Background: an optimization exercise with open tools, aiming at small area, a short achievable clock period and few clock cycles. Do not read the settings as production practice.
Function was checked by simulation only, so behaviour that the tests miss may differ from the original.
Power and IR drop assume default switching activity.

**flow/zeta.hex**
```
fbec
fd0a
fe99
fa13
5d5
58e
11f
ca
ff55
26e
629
b6
3c2
fb4e
fa3e
5bc
23d
fad3
108
17f
fcc3
5b2
f9be
ff7e
fd57
3f9
2dc
260
f9fa
19b
ff33
f9dd
4c7
28c
fdd8
3f7
faf3
5d3
fee6
f9f8
204
fff8
fec0
fd66
f9ae
fb76
7e
5bd
fcab
ffa6
fef1
33e
6b
fa73
ff09
fc49
fe72
3c1
fa1c
fd2b
1c0
fbd7
2a5
fb05
fbb1
1ae
22b
34b
fb1d
367
60e
69
1a6
24b
b1
ff15
fedd
fe34
626
675
ff0a
30a
487
ff6d
fcf7
5cb
fda6
45f
f9ca
284
fc98
15d
1a2
149
ff64
ffb5
331
449
25b
262
52a
fafb
fa47
180
fb41
ff78
4c2
fac9
fc96
dc
fb5d
f985
fb5f
fa06
fb02
31a
fa1a
fcaa
fc9a
1de
ff94
fecc
3e4
3df
3be
fa4c
5f2
65c
```
**flow/run.sh**
```bash
#!/bin/bash
# synth_recipe.tcl (not shown) runs the flow's synth.tcl, then flattens the netlist and writes it again
# the make line also repeats each setting of config.mk as NAME=value (left out here)
make -C /OpenROAD-flow-scripts/flow DESIGN_CONFIG=/design/flow/config.mk WORK_HOME=/design/flow/orfs CLKGATE_MAP_FILE= SYNTH_SCRIPT=/design/flow/synth_recipe.tcl finish
```
**flow/config.mk**
```make
export PLATFORM = sky130hd
export DESIGN_NAME = ntt
export DESIGN_NICKNAME = ntt
export VERILOG_FILES = /design/flow/design.v
export SDC_FILE = /design/flow/constraint.sdc
export NUM_CORES = 8
export LEC_CHECK = 0
export CAP_MARGIN = 20
export CELL_PAD_IN_SITES_DETAIL_PLACEMENT = 1
export CELL_PAD_IN_SITES_GLOBAL_PLACEMENT = 2
export CORE_MARGIN = 2
export CORE_UTILIZATION = 25
export PLACE_DENSITY = 0.35
export SLEW_MARGIN = 20
```
**flow/constraint.sdc**
```tcl
create_clock -name core_clock -period 10.0 [get_ports {clk}]
set_input_delay 2.0000 -clock core_clock [delete_from_list [all_inputs] [get_ports {clk}]]
set_output_delay 2.0000 -clock core_clock [all_outputs]
set_load 0.01 [all_outputs]
```
**flow/design.v**
```verilog
module dual_ram #(parameter DEPTH = 8, WIDTH = 16)(
  input clk,
  input wire we_1,  
  input wire we_2,
  input wire [DEPTH-1:0] addr_1,
  input wire [DEPTH-1:0] addr_2,
  input wire [WIDTH-1:0] din_1, 
  input wire [WIDTH-1:0] din_2,
  output reg [WIDTH-1:0] dout_1,
  output reg [WIDTH-1:0] dout_2
);
reg [WIDTH-1:0] mem [ (1<<DEPTH)-1 :0];
always @(posedge clk) begin
  if(we_1) begin
    mem[addr_1] <= din_1;
    dout_1 <= din_1;  
  end else begin
    dout_1 <= mem[addr_1];
  end
end
always @(posedge clk) begin
  if(we_2) begin
    mem[addr_2] <= din_2;
    dout_2 <= din_2;
  end else begin
    dout_2 <= mem[addr_2];
  end
end
endmodule
module zeta_rom #(parameter invntt = 0)(
  input clk,
  input wire [6:0] addr,
  output reg signed [15:0] data_out
);
reg signed [15:0] zetas [127:0];
initial begin
  $readmemh("zeta.hex", zetas);
end
always @(posedge clk) begin
  data_out <= zetas[addr];
end
endmodule
module montgomery_reduce (  
  input clk,  
  input set,
  input  wire signed [31:0] a,
  output reg  signed [15:0] t
);
reg signed [31:0] temp32;
reg signed [15:0] temp16;
always @(posedge clk) begin  
  if(set) begin
    temp32 = a;
    temp16 = (temp32 * -3327) &16'hFFFF;
    temp32 = temp16 * 13'sd3329;
    t <= (a - temp32) >> 16;
  end
end
endmodule
module fqmul ( 
  input clk,
  input set,
  input  wire signed [15:0] a,
  input  wire signed [15:0] b,
  output wire signed [15:0] t
);  
wire signed [31:0] temp32;
reg set1;
multiplier mult1 (
  .clk(clk),
  .set(set),
  .a(a),
  .b(b),
  .t(temp32)
);
montgomery_reduce mont1 (  
  .clk(clk),
  .set(set1),
  .a(temp32),  
  .t(t)
);
always @(posedge clk) begin
  set1 <= set;
end
endmodule
module multiplier (
  input clk,
  input set,
  input  wire signed [15:0] a,
  input  wire signed [15:0] b,
  output reg signed [31:0] t
);
always @(posedge clk) begin
  if(set) begin
    t <= a * b;  
  end
end
endmodule
module ct_butfly(
  input clk,
  input set,
  input wire signed [15:0] f,  
  input wire signed [15:0] t,  
  output reg signed [15:0] r1,  
  output reg signed [15:0] r2  
);
always @(posedge clk) begin
  if(set) begin
    r1 <= f - t;
    r2 <= f + t;
  end
end
endmodule
module ntt_cal(
  input clk,
  input set,
  input wire signed [15:0] f1,  
  input wire signed [15:0] f2,  
  input wire signed [15:0] zeta,
  output wire signed [15:0] r1,
  output wire signed [15:0] r2
);
wire signed [15:0] f1_zeta;
reg signed [15:0] f2_1, f2_2;  
fqmul fq1(
  .clk(clk),
  .set(set),
  .a(f1),
  .b(zeta),
  .t(f1_zeta)
);
ct_butfly ct1(
  .clk(clk),
  .set(set),
  .f(f2_2),
  .t(f1_zeta),
  .r1(r1),
  .r2(r2)
);
always @(posedge clk) begin
  f2_1 <= f2;
  f2_2 <= f2_1;
end
endmodule
module ntt #(parameter DEPTH = 8)(
  input clk,
  input set,
  input reset,
  input readin,  
  input readout,  
  input cal_en,
  input wire [15:0] ntt_din_1,
  input wire [15:0] ntt_din_2,
  input wire [DEPTH-1:0] in_index,
  output reg [15:0] ntt_dout_1,  
  output reg [15:0] ntt_dout_2,  
  output reg [DEPTH-1:0] out_index,
  output reg done
);
reg ram1_we;
reg ram2_we;
reg [DEPTH-1:0] ram1_addr_1, ram1_addr_2;
reg [DEPTH-1:0] ram2_addr_1, ram2_addr_2;
reg [15:0] ram1_din_1, ram1_din_2;
reg [15:0] ram2_din_1, ram2_din_2;
wire [15:0] ram1_dout_1, ram1_dout_2;
wire [15:0] ram2_dout_1, ram2_dout_2;
reg signed [15:0] f1, f2;
wire signed [15:0] r1, r2;
wire signed [15:0] zeta;
reg [6:0] zeta_k_1, zeta_k_2;  
dual_ram #(DEPTH, 16) ram1(
  .clk(clk),
  .we_1(ram1_we),
  .we_2(ram1_we),
  .addr_1(ram1_addr_1),
  .addr_2(ram1_addr_2),
  .din_1(ram1_din_1),
  .din_2(ram1_din_2),
  .dout_1(ram1_dout_1),
  .dout_2(ram1_dout_2)
);
dual_ram #(DEPTH, 16) ram2(
  .clk(clk),
  .we_1(ram2_we),
  .we_2(ram2_we),
  .addr_1(ram2_addr_1),
  .addr_2(ram2_addr_2),
  .din_1(ram2_din_1),
  .din_2(ram2_din_2),
  .dout_1(ram2_dout_1),
  .dout_2(ram2_dout_2)
);
ntt_cal cal1(
  .clk(clk),
  .set(set),
  .f1(f1),
  .f2(f2),
  .zeta(zeta),
  .r1(r1),
  .r2(r2)
);
zeta_rom rom1(
  .clk(clk),
  .addr(zeta_k_2),
  .data_out(zeta)
);
reg [DEPTH-1:0] index;
reg [DEPTH-1:0] len;
reg [6:0] k;  
reg [DEPTH-1:0] wr_index;
reg [DEPTH-1:0] wr_len;
wire [DEPTH-1:0] addr1 = index + len;
wire [DEPTH-1:0] addr2 = index;
wire [DEPTH-1:0] wr_addr1 = wr_index + wr_len;
wire [DEPTH-1:0] wr_addr2 = wr_index;
reg [7:0] timer;
reg wr_ctrl;
reg rd_ctrl;
reg [2:0] layer;  
reg readout_ctrl;
reg stale;  
always @(posedge clk or posedge reset) begin
  if(reset) begin
    index <= 0;
    len <= (1<< (DEPTH -1));
    k <= 1;
    wr_index <= 0;
    wr_len <= (1<< (DEPTH -1));
    timer <= 0;
    wr_ctrl <= 0;
    rd_ctrl <= 0;
    layer <= 1;
    stale <= 1;
    done <= 1;  
    readout_ctrl <= 0;
  end else if(set & done & cal_en & stale & (~readin) & (~readout)) begin
    stale <= 0;
    done <= 0;
    index <= 0;
    len <= (1<< (DEPTH -1));
    k <= 1;
    wr_index <= 0;
    wr_len <= (1<< (DEPTH -1));
    timer <= 0;
    readout_ctrl <= 0;
    layer <= 1;
  end else if(set & (~done) & (~readin) & (~stale)) begin
    if(~wr_ctrl) begin  
      timer <= timer + 1;
    end 
    if(timer >= 5) begin
      wr_ctrl <= 1;
      timer <= 0;
    end
    if((len > 1) & (~rd_ctrl)) begin
      if((len & (index + 1)) == len) begin
        index <= index + 1 + len;
        k <= k + 1;  
        if((index + len + 1) == 1 << DEPTH) begin
          len <= len >> 1;
          rd_ctrl <= 1;
        end
      end else begin
        index <= index + 1;
      end
    end
    if(layer == 0) begin
      done <= 1;
      stale <= 1;  
    end
    if((wr_len > 1) & wr_ctrl) begin
      if((wr_len & (wr_index + 1)) == wr_len) begin
        wr_index <= wr_index + 1 + wr_len;
        if((wr_index + wr_len + 1) == 1 << DEPTH) begin
          wr_len <= wr_len >> 1;
          rd_ctrl <= 0;
          wr_ctrl <= 0;
          layer <= layer + 1;
        end
      end else begin
        wr_index <= wr_index + 1;
      end
    end
  end else if(set & done & readout) begin
    index <= index + 2;
    if(!readout_ctrl) begin  
      timer <= timer + 1;
    end
    if(timer >= 1) begin
      readout_ctrl <= 1;
    end
  end else begin
  end
end
always @(posedge clk) begin
  zeta_k_1 <= k;
  zeta_k_2 <= zeta_k_1;
end 
always @(posedge clk) begin
  if(set) begin
    if(done & readin & stale) begin
      ram1_we <= 1; 
      if((in_index & 'b1) == 0) begin
        ram1_addr_1 <= in_index + 1;
        ram1_addr_2 <= in_index;
        ram1_din_1 <= ntt_din_1;
        ram1_din_2 <= ntt_din_2;
      end
    end 
    if((~done) & (~readin) & (~readout)) begin
      if((layer & 'b1) == 1) begin
        ram1_we <= 0;
        ram1_addr_1 <= addr1;
        ram1_addr_2 <= addr2;
        f1 <= ram1_dout_1;
        f2 <= ram1_dout_2;
      end else begin
        if(wr_ctrl) begin
          ram1_we <= 1;
        end
        ram1_addr_1 <= wr_addr1;
        ram1_addr_2 <= wr_addr2;
        ram1_din_1 <= r1;
        ram1_din_2 <= r2;
      end
      if((layer & 'b1) == 0) begin
        ram2_we <= 0;
        ram2_addr_1 <= addr1;
        ram2_addr_2 <= addr2;
        f1 <= ram2_dout_1;
        f2 <= ram2_dout_2;
      end else begin
        if(wr_ctrl) begin
          ram2_we <= 1;
        end
        ram2_addr_1 <= wr_addr1;
        ram2_addr_2 <= wr_addr2;
        ram2_din_1 <= r1;
        ram2_din_2 <= r2;
      end
    end
    if (done & readout) begin
      ram2_we <= 0;
      ram2_addr_1 <= addr1;  
      ram2_addr_2 <= addr2;
      if(readout_ctrl) begin
        out_index <= addr2 - 4;  
        ntt_dout_2 <= ram2_dout_1;
        ntt_dout_1 <= ram2_dout_2;
      end
    end else begin
    end
  end
end
endmodule
```
==> run_results.csv <==
group,metric,value,unit
routing,routed_wl,3040,mm
timing,slew_headroom,3.71,%
logic_synthesis,yosys.area.top_type,"edfxtp_1",
logic_synthesis,syn_area_per_cell,14.7,µm²
floorplan,rows,523,
logic_synthesis,synth_ff_type,"edfxtp_1",
job,drv_cap,0,
clock_tree,clk_path_buf_depth,6,
cells_and_area,nets,34300,
worst_setup_path,rr_worst_depth,30,
power,irDropWorstVdd,2.13,mV
logic_synthesis,synth_area,507000,µm²
cells_and_area,drive_gt1_share,42.3,%
worst_setup_path,crit_path_frequent_cell,"ha_1",
timing,finalCriticalPeriod,9170,ps
timing,rsz0062_at_grt,"false",
clock_tree,post_cts_resized,0,
clock_tree,h-tree-depth,7,
global_routing,grt_pass1_vias,350000,
clock_tree,cts_buffers,1230,
clock_tree,cts_tree,"done",
logic_synthesis,synth_top_area_share,50.0,%
worst_setup_path,cpMaxStageDelayCell,"xor3_1",
timing,worst_slack,832,ps
run_status,status,"no timing/DRC/antenna violations",
global_routing,antenna_found_initial,426,
place,place_area,548000,µm²
timing,tns,0,ps
timing,period_share,91.7,%
worst_setup_path,slowest_delay,550,ps
routing,drc_errors,0,
worst_setup_path,rr_endpoint,"cal1.fq1.mont1.t[15]$_DFFE_PP_",
floorplan,die_area,2040000,µm²
logic_synthesis,yosys-top-cells-area,"edfxtp_1 (50%), mux4_2 (23%), mux2_2 (10%)",
logic_synthesis,synth_edf_count,8440,
routing,drtAntennaViolNets,0,
hold_path,min_path_cells,0,
place,pre_cts_slack,779,ps
worst_setup_path,critPathBufInv,4,
routing,vias_per_cell,5.51,
worst_setup_path,ff2ff_setup_slack,830,ps
global_routing,grt_pass1_wl,3910,mm
place,hpwlAfterDp,1980,mm
hold_path,hp-start,"cal1.f2_1[0]$_DFF_P_",
worst_setup_path,critPathRequiredTime,11180,ps
hold_path,worstHoldEndpoint,"cal1.f2_2[0]$_DFF_P_",
routing,drtIter0Drc,36700,
floorplan,die_h,1.43,mm
power,p_leak,182,nW
logic_synthesis,ys_seq_area_share,50.8,%
worst_setup_path,cp-start-kind,"flip-flop",
cells_and_area,syn_to_final_growth,15.9,%
worst_setup_path,crit_family,"adder cells",
clock_tree,worstSkewPairLatency,1510,ps
timing,slew_violations,0,
floorplan,core,2020000,µm²
clock_tree,cts_root_buffer,"clkbuf_16",
logic_synthesis,ys_types,83,
global_routing,grt_overflow,0,
timing,worst_slew_pin_slew,1440,ps
logic_synthesis,async_reset_ff_share,0.627,%
timing,max_clock_freq,109,MHz
routing,wl_per_cell,48.7,µm
power,powerDensity,293,nW/µm²
clock_tree,postCtsHoldBufs,0,
floorplan,start_util,25.0,%
worst_setup_path,crit_arrival,10350,ps
cells_and_area,layout_commonest_cell,"edfxtp_1",
clock_tree,clk_pin_slew_worst_paths,50,ps
timing,skew,88.3,ps
global_routing,grt_max_degree,136,
global_routing,grt_use_total,29.1,%
floorplan,ios,87,
worst_setup_path,worstSetupEndpointType,"flip-flop",
hold_path,hold_path.class,"flip-flop to flip-flop",
worst_setup_path,crit_fanout,7,
cells_and_area,design_area,587000,µm²
clock_tree,clkSinkCount,8617,
logic_synthesis,synth_warnings,8,
cells_and_area,final_util,29.0,%
place,place_congestion,0.849,
logic_synthesis,syn-instance-count,34600,
floorplan,dieWidth,1.43,mm
timing,hold_violations,0,
clock_tree,post_cts_buffers,0,
worst_setup_path,critical_path_class,"flip-flop to flip-flop",
routing,num_vias,344000,
place,portBuffers,86,
logic_synthesis,synthesis.nets,35200,
worst_setup_path,r2r_start,"cal1.fq1.mult1.t[4]$_DFFE_PP_",
cells_and_area,largestRegisters,"ram1.mem x4096, ram2.mem x4096, cal1.fq1.mult1.t x32",
logic_synthesis,synth-seq-cells,8617,
timing,setup_violations,0,
cells_and_area,mostFrequentLayoutCells,"edfxtp_1 (8,440), mux4_2 (5,214), mux2_2 (4,515)",
routing,drtPass1Iterations,6,
==> kinds of logic (layout without fill, tap and decap cells) <==
| family | after synthesis | in the layout | synth area share (%) |
|---|---|---|---|
| and+or+nand+nor | 5424 | 5424 | 4.28 |
| AOI/OAI and AO/OA | 4991 | 4991 | 5.33 |
| xor gates and xnor gates | 149 | 149 | 0.263 |
| buffers and inverters | 4913 | 4983 | 3.93 |
| adders and majority gates | 608 | 608 | 1.95 |
| muxes | 9849 | 9849 | 33.5 |
| DFF | 8617 | 8617 | 50.8 |
| other | 0 | 730 | 0 |
==> how the worst max path moves through the flow <==
stage                                      to  slack [ps]  depth (start not counted)                          start
2_1_floorplan  cal1.fq1.mont1.t[15]$_DFFE_PP_        1400                         29  cal1.fq1.mult1.t[4]$_DFFE_PP_
3_3_place_gp   cal1.fq1.mont1.t[14]$_DFFE_PP_         480                         32  cal1.fq1.mult1.t[4]$_DFFE_PP_
3_5_place_dp   cal1.fq1.mont1.t[15]$_DFFE_PP_         780                         30  cal1.fq1.mult1.t[4]$_DFFE_PP_
4_1_cts        cal1.fq1.mont1.t[15]$_DFFE_PP_         700                         30  cal1.fq1.mult1.t[4]$_DFFE_PP_
5_1_grt        cal1.fq1.mont1.t[14]$_DFFE_PP_         220                         33  cal1.fq1.mult1.t[4]$_DFFE_PP_
6_report       cal1.fq1.mont1.t[15]$_DFFE_PP_         830                         30  cal1.fq1.mult1.t[4]$_DFFE_PP_
==> stage by stage <==
stage | hold slack [ps] | cells | total power [mW]
floorplan | 310 | 34600 | 102
global placement | 312 | 59500 | 132
detailed placement | 313 | 59500 | 130
CTS | 316 | 61700 | 174
global route | 329 | 62100 | 179
finish | 319 | 62400 | 172
==> per-layer routing <==
layer  global-route usage (%)  wire length [µm]
met5                        0               406
met4                     11.7            140000
met3                     3.79            142000
met2                     48.6           1460000
met1                     38.2           1290000
==> final cells by class <==
type | count | area, µm²
Tap cell | 27000 | 33800
Clock buffer | 1564 | 32700
Inverter | 531 | 2160
Sequential cell | 8617 | 257000
Clock inverter | 620 | 4810
Antenna cell | 730 | 1830
Fill cell | 210000 | 1440000
Multi-Input combinational cell | 21000 | 235000
Timing Repair Buffer | 2268 | 19300
==> report_power, final <==
group / leakage (nW) / internal, mW / total [mW] / switching [mW]
clock network: 18.3 / 24.3 / 43.3 / 19.1
registers: 77.7 / 43.2 / 44.6 / 1.37
logic: 85.8 / 32.4 / 84.2 / 51.8
==> synthesized netlist by cell type (16+ instances only) <==
library cell	instances
a22oi_1	156
nand2b_1	52
xnor2_1	98
xor2_1	49
o211ai_1	21
o21a_1	21
dfxtp_1	123
a22o_1	24
a21oi_1	208
o21bai_1	22
mux2i_1	120
o31ai_1	16
nor4_1	18
inv_1	514
and3_1	25
and2_1	97
buf_2	838
mux2_2	4515
nor2_1	611
mux4_2	5214
nor2b_1	83
nand4_1	45
ha_1	306
a2111oi_0	16
nand2_1	4212
a32oi_1	17
o21ai_0	3886
a31oi_1	47
a21o_1	34
nor3_1	83
a211oi_1	29
or2_2	18
edfxtp_1	8440
buf_1	277
buf_4	66
o22ai_1	355
a221oi_1	20
nand3_1	131
fa_1	302
buf_6	21
dfrtp_1	49
clkbuf_1	3180
==> worst register-to-register path, delay by kind of cell, from the launching register on <==
kind,cells,cell delay [ps]
flops,1,470
xor+xnor,3,820
fa+ha+maj,13,5040
simple gates,4,680
compound gates,6,1350
buf+inv,4,540
Testbench counts, summed over its fixed seeds: cycles 38,336.

[static timing again, ports no longer ideal]
The flow's constraints put no driver on any port. The routed layout listed below was extracted and timed again, unchanged, in two steps.
Step 1 sets driving cells, clkbuf_16 on the clock port and buf_2 on the other inputs (assumed; they add their load-dependent delay and slew).
Step 2 times the ports against the registers' clock, not the clock port: input delays grow and output delays shrink by t, the midpoint of the rising clock arrivals with the driver on.
a / b / c = no drivers / after step 1 / after step 2; a / b = the first two.
shift t [ns]: 1.665
setup slack, ns: 0.832 / 0.832 / 0.832
slew at the worst register clock pin (ns): 0.07 / 0.07
After both steps this run still meets setup and hold. The setup slack of this run moves by 0.000 ns with the drivers and by 0.000 ns with both steps.
